This design comes from an exercise in tuning for small area on the open sky130 flow, not from production work. Only simulation tests tie the RTL to the original design; equivalence was not proved. No activity file was given, so power comes from the tool's default toggle rates.

==> v11: inputs <==
Design vga_sprite_car_core, start of the top module:
module vga_sprite_car_core
   #(parameter CD = 12,    
               ADDR_WIDTH = 13,
               KEY_COLOR = 0
   )
   (
    input  logic clk, reset,
    input  logic [10:0] x, y,
    input  logic cs,
    input  logic write,
    input  logic [13:0] addr,
    input  logic [31:0] wr_data,
    input  logic [11:0] si_rgb,
    output logic [11:0] so_rgb
   );
==> module car_src, before the edit <==
module car_src (
   input  logic [10:0] p,
   input  logic [5:0]  p_hi_m1,
   input  logic        p_hi_nz,
   input  logic [10:0] p0,
   output logic        hit
);
   logic [5:0] g;
   assign g[0] = 1'b1;
   for (genvar k = 0; k < 5; k++) begin : c
      assign g[k+1] = (~p0[k] & p[k]) | (~p0[k] & g[k]) | (p[k] & g[k]);
   end
   assign hit = g[5] ? (p0[10:5] == p[10:5])
                     : (p_hi_nz && (p0[10:5] == p_hi_m1));
endmodule
==> module vga_sprite_car_core, before the edit <==
module vga_sprite_car_core
   #(parameter CD = 12,    
               ADDR_WIDTH = 13,
               KEY_COLOR = 0
   )
   (
    input  logic clk, reset,
    input  logic [10:0] x, y,
    input  logic cs,
    input  logic write,
    input  logic [13:0] addr,
    input  logic [31:0] wr_data,
    input  logic [11:0] si_rgb,
    output logic [11:0] so_rgb
   );
   localparam N = 20;
   logic [10:0] xo [0:N-1];
   logic [10:0] yo [0:N-1];
   logic [3:0]  ct [0:N-1];
   logic [N-1:0] vld;
   logic bypass_reg;
   logic wr_reg;
   logic [5:0] a;
   logic a_x, a_y, a_c;
   assign wr_reg = cs & write & addr[13];
   assign a = addr[5:0];
   always_comb begin
      a_x = 1'b0; a_y = 1'b0; a_c = 1'b0;
      for (int k = 0; k < N; k++) begin
         if (a == 6'(3*k+1)) a_x = 1'b1;
         if (a == 6'(3*k+2)) a_y = 1'b1;
         if (a == 6'(3*k+3)) a_c = 1'b1;
      end
   end
   logic [10:0] dx, dy;
   logic [3:0]  dc;
   assign dx = ~(wr_data[10:0] & {11{a_x}});    
   assign dy = ~(wr_data[10:0] & {11{a_y}});
   assign dc = wr_data[3:0] & {4{a_c}};
   always_ff @(posedge clk, posedge reset)
      if (reset)
         bypass_reg <= 1'b0;
      else if (wr_reg && a == 6'd0)
         bypass_reg <= wr_data[0];
   logic [5:0] x_hi_m1, y_hi_m1;
   logic x_hi_nz, y_hi_nz, base_hit;
   assign x_hi_m1 = x[10:5] - 6'd1;
   assign y_hi_m1 = y[10:5] - 6'd1;
   assign x_hi_nz = |x[10:5];
   assign y_hi_nz = |y[10:5];
   assign base_hit = ~x_hi_nz & ~y_hi_nz;    
   logic [N-1:0] hit;
   logic [14:0] d [0:N-1];
   genvar i;
   generate
      for (i = 0; i < N; i++) begin : spr
         logic wx, wy, wc, ws, hx, hy;
         assign wx = wr_reg && a == 6'(3*i+1);
         assign wy = wr_reg && a == 6'(3*i+2);
         assign wc = wr_reg && a == 6'(3*i+3);
         assign ws = wx | wy | wc;
         always_ff @(posedge clk)
            if (wx | (ws & ~vld[i])) xo[i] <= dx;
         always_ff @(posedge clk)
            if (wy | (ws & ~vld[i])) yo[i] <= dy;
         always_ff @(posedge clk)
            if (wc | (ws & ~vld[i])) ct[i] <= dc;
         always_ff @(posedge clk, posedge reset)
            if (reset)
               vld[i] <= 1'b0;
            else if (ws)
               vld[i] <= 1'b1;
         car_src hxu (.p(x), .p_hi_m1(x_hi_m1), .p_hi_nz(x_hi_nz), .p0(~xo[i]), .hit(hx));
         car_src hyu (.p(y), .p_hi_m1(y_hi_m1), .p_hi_nz(y_hi_nz), .p0(~yo[i]), .hit(hy));
         assign hit[i] = vld[i] ? (hx & hy) : base_hit;
         assign d[i] = {vld[i], ct[i], ~yo[i][4:0], ~xo[i][4:0]};
      end
   endgenerate
   logic [14:0] ds, de;
   always_comb begin
      ds = d[N-1];
      for (int k = N-2; k >= 0; k--)
         if (hit[k]) ds = d[k];
   end
   assign de = ds[14] ? ds : 15'd0;
   logic covered;
   assign covered = |hit;
   logic [4:0] xr, yr, xm;
   logic [3:0] yf;
   logic [1:0] img, body, code;
   assign xr = x[4:0] - de[4:0];
   assign yr = y[4:0] - de[9:5];
   assign img = de[11:10];
   assign body = de[13:12];
   assign xm = xr ^ {5{img[0]}};
   assign yf = yr[3:0] ^ {4{yr[4]}};
   car_ram_lut rom (.yf(yf), .xm(xm), .code(code));
   logic [1:0] code_reg, ecode_reg, body_reg;
   always_ff @(posedge clk)
      code_reg <= img[1] ? 2'd0 : code;
   always_ff @(posedge clk) begin
      ecode_reg <= covered ? code_reg : 2'd0;
      body_reg <= body;
   end
   logic [11:0] spr_rgb;
   always_comb
      case (ecode_reg)
         2'd1: spr_rgb = 12'h0f0;
         2'd2:
            case (body_reg)
               2'd0: spr_rgb = 12'hfff;
               2'd1: spr_rgb = 12'hf00;
               2'd2: spr_rgb = 12'hfa0;
               default: spr_rgb = 12'h088;
            endcase
         default: spr_rgb = 12'hf00;
      endcase
   assign so_rgb = (bypass_reg || ecode_reg == 2'd0) ? si_rgb : spr_rgb;
endmodule
export LEC_CHECK = 0
export ABC_AREA = 1
export CAP_MARGIN = 20
export CORE_MARGIN = 2
export CORE_UTILIZATION = 40
export CTS_BUF_LIST = sky130_fd_sc_hd__clkbuf_4
export PLACE_DENSITY = 0.6
export SLEW_MARGIN = 20
export SYNTH_MEMORY_MAX_BITS = 16384
create_clock -name core_clock -period 10.0 [get_ports {clk}]
run.sh (not shown) runs the stock make flow with config.mk's settings and CLKGATE_MAP_FILE= SYNTH_SCRIPT=/design/flow/synth_recipe.tcl, a recipe that flattens the netlist after the stock synthesis.
==> inputs of v12, as changes to v11 <==
--- a/flow/design.v
+++ b/flow/design.v
@@ -353,8 +353,9 @@
    for (genvar k = 0; k < 5; k++) begin : c
       assign g[k+1] = (~p0[k] & p[k]) | (~p0[k] & g[k]) | (p[k] & g[k]);
    end
-   assign hit = g[5] ? (p0[10:5] == p[10:5])
-                     : (p_hi_nz && (p0[10:5] == p_hi_m1));
+   logic [5:0] tgt;
+   assign tgt = g[5] ? p[10:5] : p_hi_m1;
+   assign hit = (g[5] | p_hi_nz) & (p0[10:5] == tgt);
 endmodule
 module vga_sprite_car_core
    #(parameter CD = 12,    
@@ -412,17 +413,14 @@
    genvar i;
    generate
       for (i = 0; i < N; i++) begin : spr
-         logic wx, wy, wc, ws, hx, hy;
-         assign wx = wr_reg && a == 6'(3*i+1);
-         assign wy = wr_reg && a == 6'(3*i+2);
-         assign wc = wr_reg && a == 6'(3*i+3);
-         assign ws = wx | wy | wc;
+         logic ws, hx, hy;
+         assign ws = wr_reg && a >= 6'(3*i+1) && a <= 6'(3*i+3);
          always_ff @(posedge clk)
-            if (wx | (ws & ~vld[i])) xo[i] <= dx;
+            if (ws & (a_x | ~vld[i])) xo[i] <= dx;
          always_ff @(posedge clk)
-            if (wy | (ws & ~vld[i])) yo[i] <= dy;
+            if (ws & (a_y | ~vld[i])) yo[i] <= dy;
          always_ff @(posedge clk)
-            if (wc | (ws & ~vld[i])) ct[i] <= dc;
+            if (ws & (a_c | ~vld[i])) ct[i] <= dc;
          always_ff @(posedge clk, posedge reset)
             if (reset)
                vld[i] <= 1'b0;
@@ -434,12 +432,31 @@
          assign d[i] = {vld[i], ct[i], ~yo[i][4:0], ~xo[i][4:0]};
       end
    endgenerate
-   logic [14:0] ds, de;
+   logic [15:0] t0 [0:19];
+   logic [15:0] t1 [0:9];
+   logic [15:0] t2 [0:4];
+   logic [15:0] t3 [0:2];
+   logic [15:0] t4 [0:1];
+   logic [15:0] t5;
+   function automatic logic [15:0] pick(input logic [15:0] lo, input logic [15:0] hi);
+      pick = {lo[15] | hi[15], lo[15] ? lo[14:0] : hi[14:0]};
+   endfunction
    always_comb begin
-      ds = d[N-1];
-      for (int k = N-2; k >= 0; k--)
-         if (hit[k]) ds = d[k];
+      for (int k = 0; k < N; k++)
+         t0[k] = {(k == N-1) ? 1'b1 : hit[k], d[k]};
+      for (int k = 0; k < 10; k++)
+         t1[k] = pick(t0[2*k], t0[2*k+1]);
+      for (int k = 0; k < 5; k++)
+         t2[k] = pick(t1[2*k], t1[2*k+1]);
+      t3[0] = pick(t2[0], t2[1]);
+      t3[1] = pick(t2[2], t2[3]);
+      t3[2] = t2[4];
+      t4[0] = pick(t3[0], t3[1]);
+      t4[1] = t3[2];
+      t5 = pick(t4[0], t4[1]);
    end
+   logic [14:0] ds, de;
+   assign ds = t5[14:0];
    assign de = ds[14] ? ds : 15'd0;
    logic covered;
    assign covered = |hit;
==> flow/flow/run.sh (new file) <==
#!/bin/bash
# The standard layout (standard.sh, the standard synthesis script included) with
# three changes made through ORFS's own variables:
#  - ABC maps the logic for area only (flow/abc_area.script: deepsyn, then
#    area-oriented &nf map with the delay target relaxed, no buffering or upsizing);
#  - clock tree synthesis without dummy loads;
#  - the port buffers are the smallest buffer cell.
# Registers are untouched: ABC runs without -dff, so the standard synthesis's
# flip-flops, their names and cell types, are kept.
set -euo pipefail
W=$PWD
rm -rf "$W/scripts_local"
cp -r "$FLOW_HOME/scripts" "$W/scripts_local"
cp "$W/flow/abc_area.script" "$W/scripts_local/abc_area.script"
export SCRIPTS_DIR="$W/scripts_local"
export CTS_ARGS="-sink_clustering_enable -repair_clock_nets -dont_use_dummy_load -buf_list sky130_fd_sc_hd__clkbuf_16 -sink_clustering_size 20 -sink_clustering_max_diameter 100"
export BUFFER_PORTS_ARGS="-buffer_cell sky130_fd_sc_hd__buf_1"
export GPL_KEEP_OVERFLOW=0
bash standard.sh > "$W/standard_flow.log" 2>&1
==> flow/flow/abc_area.script (new file) <==
strash
&get -n
&deepsyn -J 10 -T 900
&put
strash
&get -n
&nf -p -R 1000
&put
topo
buffer -c -N 12
dnsize -c
==> flow/standard.sh (new file) <==
#!/bin/bash
# synth_recipe.tcl (not shown) runs the flow's synth.tcl, then flattens the netlist and writes it again
# the make line also repeats each setting of config.mk as NAME=value (left out here)
make -C /OpenROAD-flow-scripts/flow DESIGN_CONFIG=/design/flow/config.mk WORK_HOME=/design/flow/orfs CLKGATE_MAP_FILE= SYNTH_SCRIPT=/design/flow/synth_recipe.tcl "${@:-finish}"
--- a/flow/config.mk
+++ b/flow/config.mk
@@ -6,10 +6,9 @@
 export NUM_CORES = 4
 export LEC_CHECK = 0
 export ABC_AREA = 1
-export CAP_MARGIN = 20
+export CAP_MARGIN = 10
 export CORE_MARGIN = 2
 export CORE_UTILIZATION = 40
-export CTS_BUF_LIST = sky130_fd_sc_hd__clkbuf_4
 export PLACE_DENSITY = 0.6
-export SLEW_MARGIN = 20
+export SLEW_MARGIN = 10
 export SYNTH_MEMORY_MAX_BITS = 16384
removed: flow/run.sh
==> inputs of v36, as changes to v11 <==
==> flow/flow/run.sh (new file) <==
#!/bin/bash
# The standard layout (standard.sh, the standard synthesis script included) with
# three changes made through ORFS's own variables:
#  - ABC maps the logic for area only (flow/abc_area.script: deepsyn, then an
#    area-recovering map, no delay-driven buffering or upsizing);
#  - clock tree synthesis without dummy loads;
#  - the port buffers are the smallest buffer cell.
# Registers are untouched: ABC runs without -dff, so the standard synthesis's
# flip-flops, their names and cell types, are kept.
set -euo pipefail
W=$PWD
rm -rf "$W/scripts_local"
cp -r "$FLOW_HOME/scripts" "$W/scripts_local"
cp "$W/flow/abc_area.script" "$W/scripts_local/abc_area.script"
export SCRIPTS_DIR="$W/scripts_local"
export CTS_ARGS="-sink_clustering_enable -repair_clock_nets -dont_use_dummy_load -buf_list sky130_fd_sc_hd__clkbuf_16 -sink_clustering_size 20 -sink_clustering_max_diameter 100"
export BUFFER_PORTS_ARGS="-buffer_cell sky130_fd_sc_hd__buf_1"
bash standard.sh > "$W/standard_flow.log" 2>&1
==> flow/flow/abc_area.script (new file) <==
strash
&get -n
&deepsyn -T 60
&put
dch -f
map -a
topo
dnsize -c
==> flow/standard.sh (new file) <==
#!/bin/bash
# synth_recipe.tcl (not shown) runs the flow's synth.tcl, then flattens the netlist and writes it again
# the make line also repeats each setting of config.mk as NAME=value (left out here)
make -C /OpenROAD-flow-scripts/flow DESIGN_CONFIG=/design/flow/config.mk WORK_HOME=/design/flow/orfs CLKGATE_MAP_FILE= SYNTH_SCRIPT=/design/flow/synth_recipe.tcl "${@:-finish}"
--- a/flow/config.mk
+++ b/flow/config.mk
@@ -6,10 +6,12 @@
 export NUM_CORES = 4
 export LEC_CHECK = 0
 export ABC_AREA = 1
-export CAP_MARGIN = 20
+export CAP_MARGIN = 0
 export CORE_MARGIN = 2
 export CORE_UTILIZATION = 40
-export CTS_BUF_LIST = sky130_fd_sc_hd__clkbuf_4
+export CTS_BUF_LIST = sky130_fd_sc_hd__clkbuf_16
+export CTS_CLUSTER_DIAMETER = 100
+export CTS_CLUSTER_SIZE = 20
 export PLACE_DENSITY = 0.6
-export SLEW_MARGIN = 20
+export SLEW_MARGIN = 0
 export SYNTH_MEMORY_MAX_BITS = 16384
removed: flow/run.sh
==> inputs of v39, as changes to v11 <==
--- a/flow/design.v
+++ b/flow/design.v
@@ -353,8 +353,9 @@
    for (genvar k = 0; k < 5; k++) begin : c
       assign g[k+1] = (~p0[k] & p[k]) | (~p0[k] & g[k]) | (p[k] & g[k]);
    end
-   assign hit = g[5] ? (p0[10:5] == p[10:5])
-                     : (p_hi_nz && (p0[10:5] == p_hi_m1));
+   logic [5:0] tgt;
+   assign tgt = g[5] ? p[10:5] : p_hi_m1;
+   assign hit = (g[5] | p_hi_nz) & (p0[10:5] == tgt);
 endmodule
 module vga_sprite_car_core
    #(parameter CD = 12,    
@@ -412,17 +413,14 @@
    genvar i;
    generate
       for (i = 0; i < N; i++) begin : spr
-         logic wx, wy, wc, ws, hx, hy;
-         assign wx = wr_reg && a == 6'(3*i+1);
-         assign wy = wr_reg && a == 6'(3*i+2);
-         assign wc = wr_reg && a == 6'(3*i+3);
-         assign ws = wx | wy | wc;
+         logic ws, hx, hy;
+         assign ws = wr_reg && a >= 6'(3*i+1) && a <= 6'(3*i+3);
          always_ff @(posedge clk)
-            if (wx | (ws & ~vld[i])) xo[i] <= dx;
+            if (ws & (a_x | ~vld[i])) xo[i] <= dx;
          always_ff @(posedge clk)
-            if (wy | (ws & ~vld[i])) yo[i] <= dy;
+            if (ws & (a_y | ~vld[i])) yo[i] <= dy;
          always_ff @(posedge clk)
-            if (wc | (ws & ~vld[i])) ct[i] <= dc;
+            if (ws & (a_c | ~vld[i])) ct[i] <= dc;
          always_ff @(posedge clk, posedge reset)
             if (reset)
                vld[i] <= 1'b0;
@@ -434,12 +432,31 @@
          assign d[i] = {vld[i], ct[i], ~yo[i][4:0], ~xo[i][4:0]};
       end
    endgenerate
-   logic [14:0] ds, de;
+   logic [15:0] t0 [0:19];
+   logic [15:0] t1 [0:9];
+   logic [15:0] t2 [0:4];
+   logic [15:0] t3 [0:2];
+   logic [15:0] t4 [0:1];
+   logic [15:0] t5;
+   function automatic logic [15:0] pick(input logic [15:0] lo, input logic [15:0] hi);
+      pick = {lo[15] | hi[15], lo[15] ? lo[14:0] : hi[14:0]};
+   endfunction
    always_comb begin
-      ds = d[N-1];
-      for (int k = N-2; k >= 0; k--)
-         if (hit[k]) ds = d[k];
+      for (int k = 0; k < N; k++)
+         t0[k] = {(k == N-1) ? 1'b1 : hit[k], d[k]};
+      for (int k = 0; k < 10; k++)
+         t1[k] = pick(t0[2*k], t0[2*k+1]);
+      for (int k = 0; k < 5; k++)
+         t2[k] = pick(t1[2*k], t1[2*k+1]);
+      t3[0] = pick(t2[0], t2[1]);
+      t3[1] = pick(t2[2], t2[3]);
+      t3[2] = t2[4];
+      t4[0] = pick(t3[0], t3[1]);
+      t4[1] = t3[2];
+      t5 = pick(t4[0], t4[1]);
    end
+   logic [14:0] ds, de;
+   assign ds = t5[14:0];
    assign de = ds[14] ? ds : 15'd0;
    logic covered;
    assign covered = |hit;
==> flow/flow/run.sh (new file) <==
#!/bin/bash
# The standard layout (standard.sh, the standard synthesis script included) with
# three changes made through ORFS's own variables:
#  - ABC maps the logic for area only (flow/abc_area.script: deepsyn, then
#    area-oriented &nf map with the delay target relaxed, no buffering or upsizing);
#  - clock tree synthesis without dummy loads;
#  - the port buffers are the smallest buffer cell.
# Registers are untouched: ABC runs without -dff, so the standard synthesis's
# flip-flops, their names and cell types, are kept.
set -euo pipefail
W=$PWD
rm -rf "$W/scripts_local"
cp -r "$FLOW_HOME/scripts" "$W/scripts_local"
cp "$W/flow/abc_area.script" "$W/scripts_local/abc_area.script"
export SCRIPTS_DIR="$W/scripts_local"
export CTS_ARGS="-sink_clustering_enable -repair_clock_nets -dont_use_dummy_load -buf_list sky130_fd_sc_hd__clkbuf_16 -sink_clustering_size 20 -sink_clustering_max_diameter 100"
export BUFFER_PORTS_ARGS="-buffer_cell sky130_fd_sc_hd__buf_1"
bash standard.sh > "$W/standard_flow.log" 2>&1
==> flow/flow/abc_area.script (new file) <==
strash
&get -n
&deepsyn -J 10 -T 900
&put
strash
&get -n
&nf -p -R 10
&put
topo
buffer -c -N 12
dnsize -c
==> flow/standard.sh (new file) <==
#!/bin/bash
# synth_recipe.tcl (not shown) runs the flow's synth.tcl, then flattens the netlist and writes it again
# the make line also repeats each setting of config.mk as NAME=value (left out here)
make -C /OpenROAD-flow-scripts/flow DESIGN_CONFIG=/design/flow/config.mk WORK_HOME=/design/flow/orfs CLKGATE_MAP_FILE= SYNTH_SCRIPT=/design/flow/synth_recipe.tcl "${@:-finish}"
--- a/flow/config.mk
+++ b/flow/config.mk
@@ -6,10 +6,9 @@
 export NUM_CORES = 4
 export LEC_CHECK = 0
 export ABC_AREA = 1
-export CAP_MARGIN = 20
+export CAP_MARGIN = 10
 export CORE_MARGIN = 2
 export CORE_UTILIZATION = 40
-export CTS_BUF_LIST = sky130_fd_sc_hd__clkbuf_4
 export PLACE_DENSITY = 0.6
-export SLEW_MARGIN = 20
+export SLEW_MARGIN = 10
 export SYNTH_MEMORY_MAX_BITS = 16384
removed: flow/run.sh
==> summary of the runs <==
Between v36 and v12, the lower wire length is in v36 (gap about 1.4%, measured against v12). Combinational power: v39 > v12 > v36 > v11. The lowest total power belongs to v36, the highest to v11. Of v12 and v39, v39 has the higher clock-buffer cell count (gap 4). Critical path depth: v36 > v11 > v12 > v39. Cell count, lowest first: v12, v39, v36, v11. Utilization, lowest first: v36, v12, v39, v11. In v36 the via count is larger than in v12, by 7.1%. The lowest clock skew belongs to v36, the highest to v12. The lowest maximum frequency belongs to v12, the highest to v11.

==> what the ideal ports hide <==
Ports are ideal in the flow. The routed layouts listed here were re-timed in OpenROAD.
Step 1 sets driving cells, clkbuf_16 on the clock port and buf_2 on the other inputs (assumed; they add their load-dependent delay and slew).
Step 2 also shifts input and output timing later by t, the mid clock arrival at the registers, as if the neighbouring blocks saw the same clock.
a / b / c = ideal ports / drivers / drivers and shift; a / b = the first two.
run	shift t [ns]	setup WS [ns]	latest minus earliest clock arrival (ns)	slew at the worst register clock pin (ns)
v11	1.043	1.364 / 1.384 / 0.340	0.059 / 0.059	0.07 / 0.07
v12	0.682	0.228 / 0.267 / -0.415	0.059 / 0.060	0.09 / 0.09
v36	0.682	0.735 / 0.775 / 0.092	0.020 / 0.021	0.09 / 0.09
v39	0.633	0.478 / 0.518 / -0.115	0.039 / 0.039	0.09 / 0.09
With both steps, setup timing fails in v12 and v39, where it was met with ideal ports. For v11, which loses most, drivers alone change the setup slack by +0.020 ns; drivers and shift together by -1.024 ns.
